Source: an optimization exercise on an open RTL-to-GDS flow (aim: small area and a short achievable clock period). Production flows keep margins and buffers that such runs may drop. At most, simulation tests tie the RTL to the original design; equivalence was not proved.

Setup of job 101:
Design divider, start of the top module:
module divider (input logic [15:0] N,D,IA0,IA1,IA2,IA3,
                input logic clk, reset, kSave, nSave, dSave, kNextSel,
                input logic [1:0] muxSelB,
                output logic [15:0] quotient, remainder);
  logic [15:0] n, d, k, left, right, p;
  logic s0, s1, s2, s3, sk;
  assign s0 = ~reset & kNextSel & (D[14:13] == 2'd0);
  assign s1 = ~reset & kNextSel & (D[14:13] == 2'd1);
  assign s2 = ~reset & kNextSel & (D[14:13] == 2'd2);
  assign s3 = ~reset & kNextSel & (D[14:13] == 2'd3);
  assign sk = ~reset & ~kNextSel;
  assign left = ({16{s0}} & IA0) | ({16{s1}} & IA1) | ({16{s2}} & IA2) | ({16{s3}} & IA3)
              | ({16{sk}} & k);
  always_comb
    case (muxSelB)
      2'd0: right = N;
      2'd1: right = D;
      2'd2: right = n;
      default: right = d;
    endcase
  multiplier mult(.x(left), .y(right), .p(p));
  always_ff @(posedge clk) begin
    if (nSave | reset) n <= p;
    if (dSave | reset) d <= p;
    if (kSave | reset) k <= ~(p | {16{reset}});
    if (nSave | reset) quotient <= n & {16{~reset}};
  end
  assign remainder = 16'b0;
endmodule
Size: ~140 I/O pins, roughly 10000 um^2 of cells after synthesis.
Settings: LEC_CHECK=0, CAP_MARGIN=20, CORE_MARGIN=2, CORE_UTILIZATION=40, SLEW_MARGIN=20; clock period 18.0 ns.
standard.sh (not shown) runs the stock make flow with config.mk's settings and CLKGATE_MAP_FILE= SYNTH_SCRIPT=/design/flow/synth_recipe.tcl, a recipe that flattens the netlist after the stock synthesis.
==> flow/flow/run.sh <==
#!/bin/bash
# Own layout flow: the standard flow (standard.sh) with two changes:
#  - the full-adder and half-adder modules (fa, ha) are kept as their own modules through
#    synthesis, so each becomes one sky130 fa/ha cell, and the netlist is flattened at the end
#    as the standard synthesis does;
#  - port buffers are buf_2 cells instead of the default delay-buffer cell.
set -euo pipefail
W=$PWD
export SYNTH_KEEP_MODULES="fa ha"
export BUFFER_PORTS_ARGS="-buffer_cell sky130_fd_sc_hd__buf_2"
export SETUP_SLACK_MARGIN=9
export ABC_AREA=1
bash "$W/standard.sh" > "$W/standard_flow.log" 2>&1
## Diff of input files: job 102 against job 101
--- a/flow/flow/run.sh
+++ b/flow/flow/run.sh
@@ -11 +11 @@
-export SETUP_SLACK_MARGIN=9
+export SETUP_SLACK_MARGIN=8
Notes after the runs:
The sequential portion of the cell area of job 102 exceeds that of job 101 by 1.6 points.
Logic depth of the worst setup path including buffers for job 102 is lower than for job 101.
A standard cell with the maximum stage delay on the critical path of sky130_fd_sc_hd__fa_1 is what job 101 shows, while sky130_fd_sc_hd__inv_1 belongs to job 102.
No run of this note included a check of the RTL's function; only the layout flow was run.

========
Setup of run 1:
Another version of the RTL of divider (not shown whole).
Size: about 64 flip-flops, about 140 I/O pins.
export LEC_CHECK = 0
export CAP_MARGIN = 20
export CORE_MARGIN = 2
export CORE_UTILIZATION = 40
export CTS_BUF_LIST = sky130_fd_sc_hd__clkbuf_8
export SLEW_MARGIN = 20
export TNS_END_PERCENT = 10
create_clock -name core_clock -period 18.0 [get_ports {clk}]
==> flow/flow/run.sh <==
#!/bin/bash
# Own layout flow: the standard flow (standard.sh) with these changes:
#  - synthesis keeps the full-adder and half-adder modules (fa, ha) as their own modules so
#    each becomes one sky130 fa/ha cell, and extracts adders only inside them (not in the rest
#    of the logic, e.g. the final carry-lookahead adder); the netlist is then flattened and
#    renamed exactly as the standard synthesis script does;
#  - the remaining logic is mapped with flow/abc.script (ABC map with area recovery, no
#    buffering or sizing: the layout's repair sizes cells with real wire loads);
#  - port buffers are small buf cells instead of the default delay-buffer cell;
#  - timing repair aims for extra setup margin (SETUP_SLACK_MARGIN).
set -euo pipefail
W=$PWD
export SYNTH_KEEP_MODULES="fa ha"
export BUFFER_PORTS_ARGS="-buffer_cell sky130_fd_sc_hd__buf_1"
export ABC_AREA=1
export SETUP_SLACK_MARGIN=8.4
sed 's#^  extract_fa {\*}\[dont_use_extract_fa_args\]$#  extract_fa {*}[dont_use_extract_fa_args] fa ha#' \
  "$FLOW_HOME/scripts/synth.tcl" > "$W/synth_mod.tcl"
grep -q 'extract_fa {\*}\[dont_use_extract_fa_args\] fa ha' "$W/synth_mod.tcl"
# abc: our own mapping script (flow/abc.script) in place of ORFS's
sed -i 's#^  log_cmd abc {\*}\$abc_args$#  set abc_args [lreplace $abc_args 1 1 $::env(OWN_ABC_SCRIPT)]\n&#' "$W/synth_mod.tcl"
grep -q 'OWN_ABC_SCRIPT' "$W/synth_mod.tcl"
export OWN_ABC_SCRIPT="$W/flow/abc.script"
sed "s#\$::env(SCRIPTS_DIR)/synth.tcl#$W/synth_mod.tcl#" "$W/synth_recipe.tcl" > "$W/own_synth.tcl"
grep -q "source $W/synth_mod.tcl" "$W/own_synth.tcl"
sed "s#SYNTH_SCRIPT=[^ ]*#SYNTH_SCRIPT=$W/own_synth.tcl#" "$W/standard.sh" > "$W/own_standard.sh"
grep -q "SYNTH_SCRIPT=$W/own_synth.tcl" "$W/own_standard.sh"
bash "$W/own_standard.sh" > "$W/standard_flow.log" 2>&1
==> flow/flow/abc.script <==
strash
dch
map -B 0.9
topo
stime -c
Run 1 completed every stage of the flow, and the final layout passed the timing, DRC and antenna checks.
diff inputs: run 1 => run 2
- a deleted TNS_END_PERCENT that had been 10
diff --git a/flow/flow/run.sh b/flow/flow/run.sh
--- a/flow/flow/run.sh
+++ b/flow/flow/run.sh
@@ -7,2 +7 @@
-#  - the remaining logic is mapped with flow/abc.script (ABC map with area recovery, no
-#    buffering or sizing: the layout's repair sizes cells with real wire loads);
+#  - the remaining logic is mapped with flow/abc.script (area-oriented &nf mapping);
@@ -16 +15 @@
-export SETUP_SLACK_MARGIN=8.4
+export SETUP_SLACK_MARGIN=8.7
==> flow/flow/abc.script <==
strash
&get -n
&dch -f
&nf -R 1000
&put
topo
stime -c
buffer -c
upsize -c
dnsize -c
## What came out
Diff run 1 -> run 2: utilization picked up an extra 8.4 points, wire length +12%. Run 2 ends up with higher number of non-clock buffers than run 1 does. Going from run 1 to run 2, the global-route wire length before repair was found to have gone up by about 0.43%.
Input-level comparison between run 3 and run 2:
- swapping 40 for 55 in CORE_UTILIZATION
diff --git a/flow/flow/run.sh b/flow/flow/run.sh
--- a/flow/flow/run.sh
+++ b/flow/flow/run.sh
@@ -7 +7,2 @@
-#  - the remaining logic is mapped with flow/abc.script (area-oriented &nf mapping);
+#  - the remaining logic is mapped with flow/abc.script (ABC map with area recovery, no
+#    buffering or sizing: the layout's repair sizes cells with real wire loads);
@@ -15 +16 @@
-export SETUP_SLACK_MARGIN=8.7
+export SETUP_SLACK_MARGIN=8.4
==> flow/flow/abc.script <==
strash
dch
map -B 0.9
topo
stime -c
Results
The data required time of the critical path of run 3 and that of run 2 are within noise of each other. Taking run 2 as the reference point, the sequential share of layout area of run 3 rises by 2.2 points. Run 3 against run 2: detailed-route wire length per cell fell 14%; delay of the slowest critical-path stage flat; number of buffers other than clock buffers in the final layout decreased by about 36% relative to the old numbers; antenna diode count shows no meaningful change; layout inverter count without the clock tree increased by 118 relative to the old numbers. For run 3, the most common library cell in the layout ignoring fill and taps was sky130_fd_sc_hd__nand2_1, unlike run 2, where it was sky130_fd_sc_hd__buf_1. Synthesized cell count, run 3 vs run 2: up by more than 10%. [diff] worst setup slack, run 3 relative to run 2: improvement.
Changes in run 4 relative to run 3:
- a change of CORE_UTILIZATION from 55 to 40
diff --git a/flow/flow/run.sh b/flow/flow/run.sh
--- a/flow/flow/run.sh
+++ b/flow/flow/run.sh
@@ -7,2 +6,0 @@
-#  - the remaining logic is mapped with flow/abc.script (ABC map with area recovery, no
-#    buffering or sizing: the layout's repair sizes cells with real wire loads);
@@ -16 +14 @@
-export SETUP_SLACK_MARGIN=8.4
+export SETUP_SLACK_MARGIN=8
@@ -20,4 +17,0 @@
-# abc: our own mapping script (flow/abc.script) in place of ORFS's
-sed -i 's#^  log_cmd abc {\*}\$abc_args$#  set abc_args [lreplace $abc_args 1 1 $::env(OWN_ABC_SCRIPT)]\n&#' "$W/synth_mod.tcl"
-grep -q 'OWN_ABC_SCRIPT' "$W/synth_mod.tcl"
-export OWN_ABC_SCRIPT="$W/flow/abc.script"
removed: flow/flow/abc.script
## What came out
Run 4 vs run 3, uppermost signal routing layer after detailed routing: met4 vs met5. Number of nets in the layout, run 4 vs run 3: down slightly. Wire length on met3, run 3 and run 4: smaller value in run 4. Against run 3 as the reference, run 4 delivers a higher final critical-path share of the clock period. From run 3 to run 4 the numbers moved as follows: setup slack now smaller, adder-cell share of the synthesized area went down, fraction of layout instances using a drive strength above 1 went down by 1.5 points, total routing usage reported by global routing went down.
Input changes introduced in run 5 (baseline for comparison: run 4):
diff --git a/flow/flow/run.sh b/flow/flow/run.sh
--- a/flow/flow/run.sh
+++ b/flow/flow/run.sh
@@ -14 +14 @@
-export SETUP_SLACK_MARGIN=8
+export SETUP_SLACK_MARGIN=8.7
--- outcome ---
- Summary — fill cell instance count of the final layout, run 5 relative to run 4: lower, by about 2.8%.
- Sequential share of layout area down 1.0 points in run 5 wrt run 4
- Run 5: done, clean on timing, DRC and antenna
- Count of plain and timing-repair buffers in the layout was lower in run 4 than in run 5.
- There was hardly any difference in aggregate global routing overflow between run 4 and run 5.
- For area of all placed cells without fillers, dividing the value from run 5 by the value from run 4 gives 1.06.
- Run 5 ended up with D[13] as its beginning of the critical path; run 4 ended up with muxSelB[1].
- Run 5 vs run 4: maximum fanout count along the critical path down in run 5

========
Another version of the RTL of divider (not shown whole).
Size in the first run: ~1,100 cells after synthesis, roughly 140 I/O pins, about 10,000 um2 of cells after synthesis.
==> flow/design.v (excerpt) <==
module divider (input logic [15:0] N,D,IA0,IA1,IA2,IA3,
                input logic clk, reset, kSave, nSave, dSave, kNextSel,
                input logic [1:0] muxSelB,
                output logic [15:0] quotient, remainder);
export LEC_CHECK = 0
export CAP_MARGIN = 20
export CORE_MARGIN = 2
export CORE_UTILIZATION = 40
export SLEW_MARGIN = 20
create_clock -name core_clock -period 18.0 [get_ports {clk}]
==> flow/flow/run.sh <==
#!/bin/bash
# Own layout flow: the standard flow (standard.sh) with two changes:
#  - the full-adder and half-adder modules (fa, ha) are kept as their own modules through
#    synthesis, so each becomes one sky130 fa/ha cell, and the netlist is flattened at the end
#    as the standard synthesis does;
#  - port buffers are buf_2 cells instead of the default delay-buffer cell.
set -euo pipefail
W=$PWD
export SYNTH_KEEP_MODULES="fa ha"
export BUFFER_PORTS_ARGS="-buffer_cell sky130_fd_sc_hd__buf_2"
export SETUP_SLACK_MARGIN=8
bash "$W/standard.sh" > "$W/standard_flow.log" 2>&1
The starting point finished clean.
==> next run, changes <==
--- a/flow/flow/run.sh
+++ b/flow/flow/run.sh
@@ -9,4 +9,4 @@
 export SYNTH_KEEP_MODULES="fa ha"
 export BUFFER_PORTS_ARGS="-buffer_cell sky130_fd_sc_hd__buf_2"
-export SETUP_SLACK_MARGIN=8
+export SETUP_SLACK_MARGIN=9
 bash "$W/standard.sh" > "$W/standard_flow.log" 2>&1
- first-iteration DRC count climbs by 1.7%
- die area is unchanged
- design area climbs by 11%
- final cell count climbs by about 4%
- synthesized cell count stays the same
- global-route usage climbs by 1.0 points
- worst hold slack gains 10 ps
- clock skew hardly moves
No functional check of the RTL was part of any run of this note.

========
== run A ==
divider with an RTL version that a note above also has.
Size in the first run: ~64 flip-flops, about 140 I/O pins, ~8900 um2 of cells after synthesis.
// divider
module divider (input logic [15:0] N,D,IA0,IA1,IA2,IA3,
                input logic clk, reset, kSave, nSave, dSave, kNextSel,
                input logic [1:0] muxSelB,
                output logic [15:0] quotient, remainder);
export LEC_CHECK = 0
export CAP_MARGIN = 20
export CORE_MARGIN = 2
export CORE_UTILIZATION = 40
export CTS_BUF_LIST = sky130_fd_sc_hd__clkbuf_8
export SLEW_MARGIN = 20
create_clock -name core_clock -period 18.0 [get_ports {clk}]
==> flow/flow/run.sh <==
#!/bin/bash
# Own layout flow: the standard flow (standard.sh) with these changes:
#  - synthesis keeps the full-adder and half-adder modules (fa, ha) as their own modules so
#    each becomes one sky130 fa/ha cell, and extracts adders only inside them (not in the rest
#    of the logic, e.g. the final carry-lookahead adder); the netlist is then flattened and
#    renamed exactly as the standard synthesis script does;
#  - the remaining logic is mapped with flow/abc.script (area-oriented &nf mapping);
#  - port buffers are small buf cells instead of the default delay-buffer cell;
#  - timing repair aims for extra setup margin (SETUP_SLACK_MARGIN).
set -euo pipefail
W=$PWD
export SYNTH_KEEP_MODULES="fa ha"
export BUFFER_PORTS_ARGS="-buffer_cell sky130_fd_sc_hd__buf_1"
export ABC_AREA=1
export SETUP_SLACK_MARGIN=8.4
sed 's#^  extract_fa {\*}\[dont_use_extract_fa_args\]$#  extract_fa {*}[dont_use_extract_fa_args] fa ha#' \
  "$FLOW_HOME/scripts/synth.tcl" > "$W/synth_mod.tcl"
grep -q 'extract_fa {\*}\[dont_use_extract_fa_args\] fa ha' "$W/synth_mod.tcl"
# abc: our own mapping script (flow/abc.script) in place of ORFS's
sed -i 's#^  log_cmd abc {\*}\$abc_args$#  set abc_args [lreplace $abc_args 1 1 $::env(OWN_ABC_SCRIPT)]\n&#' "$W/synth_mod.tcl"
grep -q 'OWN_ABC_SCRIPT' "$W/synth_mod.tcl"
export OWN_ABC_SCRIPT="$W/flow/abc.script"
sed "s#\$::env(SCRIPTS_DIR)/synth.tcl#$W/synth_mod.tcl#" "$W/synth_recipe.tcl" > "$W/own_synth.tcl"
grep -q "source $W/synth_mod.tcl" "$W/own_synth.tcl"
sed "s#SYNTH_SCRIPT=[^ ]*#SYNTH_SCRIPT=$W/own_synth.tcl#" "$W/standard.sh" > "$W/own_standard.sh"
grep -q "SYNTH_SCRIPT=$W/own_synth.tcl" "$W/own_standard.sh"
bash "$W/own_standard.sh" > "$W/standard_flow.log" 2>&1
==> flow/flow/abc.script <==
strash
dch
map -B 0.9
topo
stime -c
Input-level comparison between run B and run A:
--- a/flow/flow/run.sh
+++ b/flow/flow/run.sh
@@ -6,3 +6,4 @@
 #    renamed exactly as the standard synthesis script does;
-#  - the remaining logic is mapped with flow/abc.script (area-oriented &nf mapping);
+#  - the remaining logic is mapped with flow/abc.script (ABC map with area recovery, no
+#    buffering or sizing: the layout's repair sizes cells with real wire loads);
 #  - port buffers are small buf cells instead of the default delay-buffer cell;
@@ -14,3 +15,3 @@
 export ABC_AREA=1
-export SETUP_SLACK_MARGIN=8.4
+export SETUP_SLACK_MARGIN=8.6
 sed 's#^  extract_fa {\*}\[dont_use_extract_fa_args\]$#  extract_fa {*}[dont_use_extract_fa_args] fa ha#' \
[summary]
Status | run A and run B | clean. Run B vs. run A: sequential share of layout area went down by 0.40 points. Compared with run A, final non-filler cell total in run B increased slightly. First-pass GRT wire length (lower): run A. Higher non-clock buffer count goes to run B over run A. Compared with run A, run B ends up with a larger final cell area. Run B vs. run A: non-clock buffer share of cell area now sits higher; number of DRC violations after detailed routing now sits at about the same level; met1 usage in global routing now sits higher; synthesis-to-finish area growth now sits higher. Run A reports its capturing element of the worst setup path as k[11] while run B reports k[13].
Input-level comparison between run C and run B:
==> flow/flow/run.sh <==
#!/bin/bash
# Own layout flow: the standard flow (standard.sh) with two changes:
#  - the full-adder and half-adder modules (fa, ha) are kept as their own modules through
#    synthesis, so each becomes one sky130 fa/ha cell, and the netlist is flattened at the end
#    as the standard synthesis does;
#  - port buffers are buf_2 cells instead of the default delay-buffer cell.
set -euo pipefail
W=$PWD
export SYNTH_KEEP_MODULES="fa ha"
export BUFFER_PORTS_ARGS="-buffer_cell sky130_fd_sc_hd__buf_1"
export CORE_UTILIZATION=60
export CTS_BUF_LIST="sky130_fd_sc_hd__clkbuf_4 sky130_fd_sc_hd__clkbuf_8"
export SETUP_SLACK_MARGIN=8
export ABC_AREA=1
bash "$W/standard.sh" > "$W/standard_flow.log" 2>&1
--- a/flow/config.mk
+++ b/flow/config.mk
@@ -10,3 +10,2 @@
 export CORE_UTILIZATION = 40
-export CTS_BUF_LIST = sky130_fd_sc_hd__clkbuf_8
 export SLEW_MARGIN = 20
removed: flow/flow/abc.script
Findings:
The number of vias per cell after detailed routing of run C is lower than that of run B. Relative to run B, post-layout instance count excluding filler cells has decreased by about 6% in run C. On run C: count of placed standard cells including taps is 68 lower than what run B gave.

## re-timing with driven ports
The results above use ideal ports. As a check the final layouts listed here were re-extracted and re-timed, cells and wires unchanged. Step 1: set_driving_cell puts a clkbuf_16 on clk and a buf_2 on each other input, an assumption about the parent block. Step 2 times the ports against the registers' clock, not the clock port: input delays grow and output delays shrink by t, the midpoint of the rising clock arrivals with the driver on. Three values: ideal, step 1, step 2; two values: the first two.
run | t, ns | slack for setup (ns) | clock arrival spread, ns
job 101 | 0.367 | 9.137 / 9.109 / 8.742 | 0.007 / 0.006
job 102 | 0.364 | 8.291 / 8.302 / 7.937 | 0.007 / 0.007
run 1 | 0.370 | 8.828 / 8.834 / 8.464 | 0.015 / 0.015
run 2 | 0.367 | 8.665 / 8.651 / 8.284 | 0.006 / 0.006
run 3 | 0.370 | 8.693 / 8.696 / 8.326 | 0.013 / 0.013
run 4 | 0.367 | 8.282 / 8.286 / 7.918 | 0.011 / 0.011
run 5 | 0.369 | 8.974 / 8.975 / 8.605 | 0.012 / 0.013
the first run of note 3 | 0.366 | 8.294 / 8.289 / 7.923 | 0.006 / 0.007
the second run of note 3 | 0.368 | 8.911 / 8.734 / 8.366 | 0.004 / 0.004
run A | 0.370 | 8.828 / 8.834 / 8.464 | 0.015 / 0.015
run B | 0.377 | 8.860 / 8.867 / 8.490 | 0.010 / 0.010
run C | 0.372 | 8.397 / 8.405 / 8.032 | 0.008 / 0.007
After both steps setup and hold are still met in every run listed. The setup slack of the second run of note 3, which loses most, moves by -0.177 ns with the drivers and by -0.545 ns with both steps.
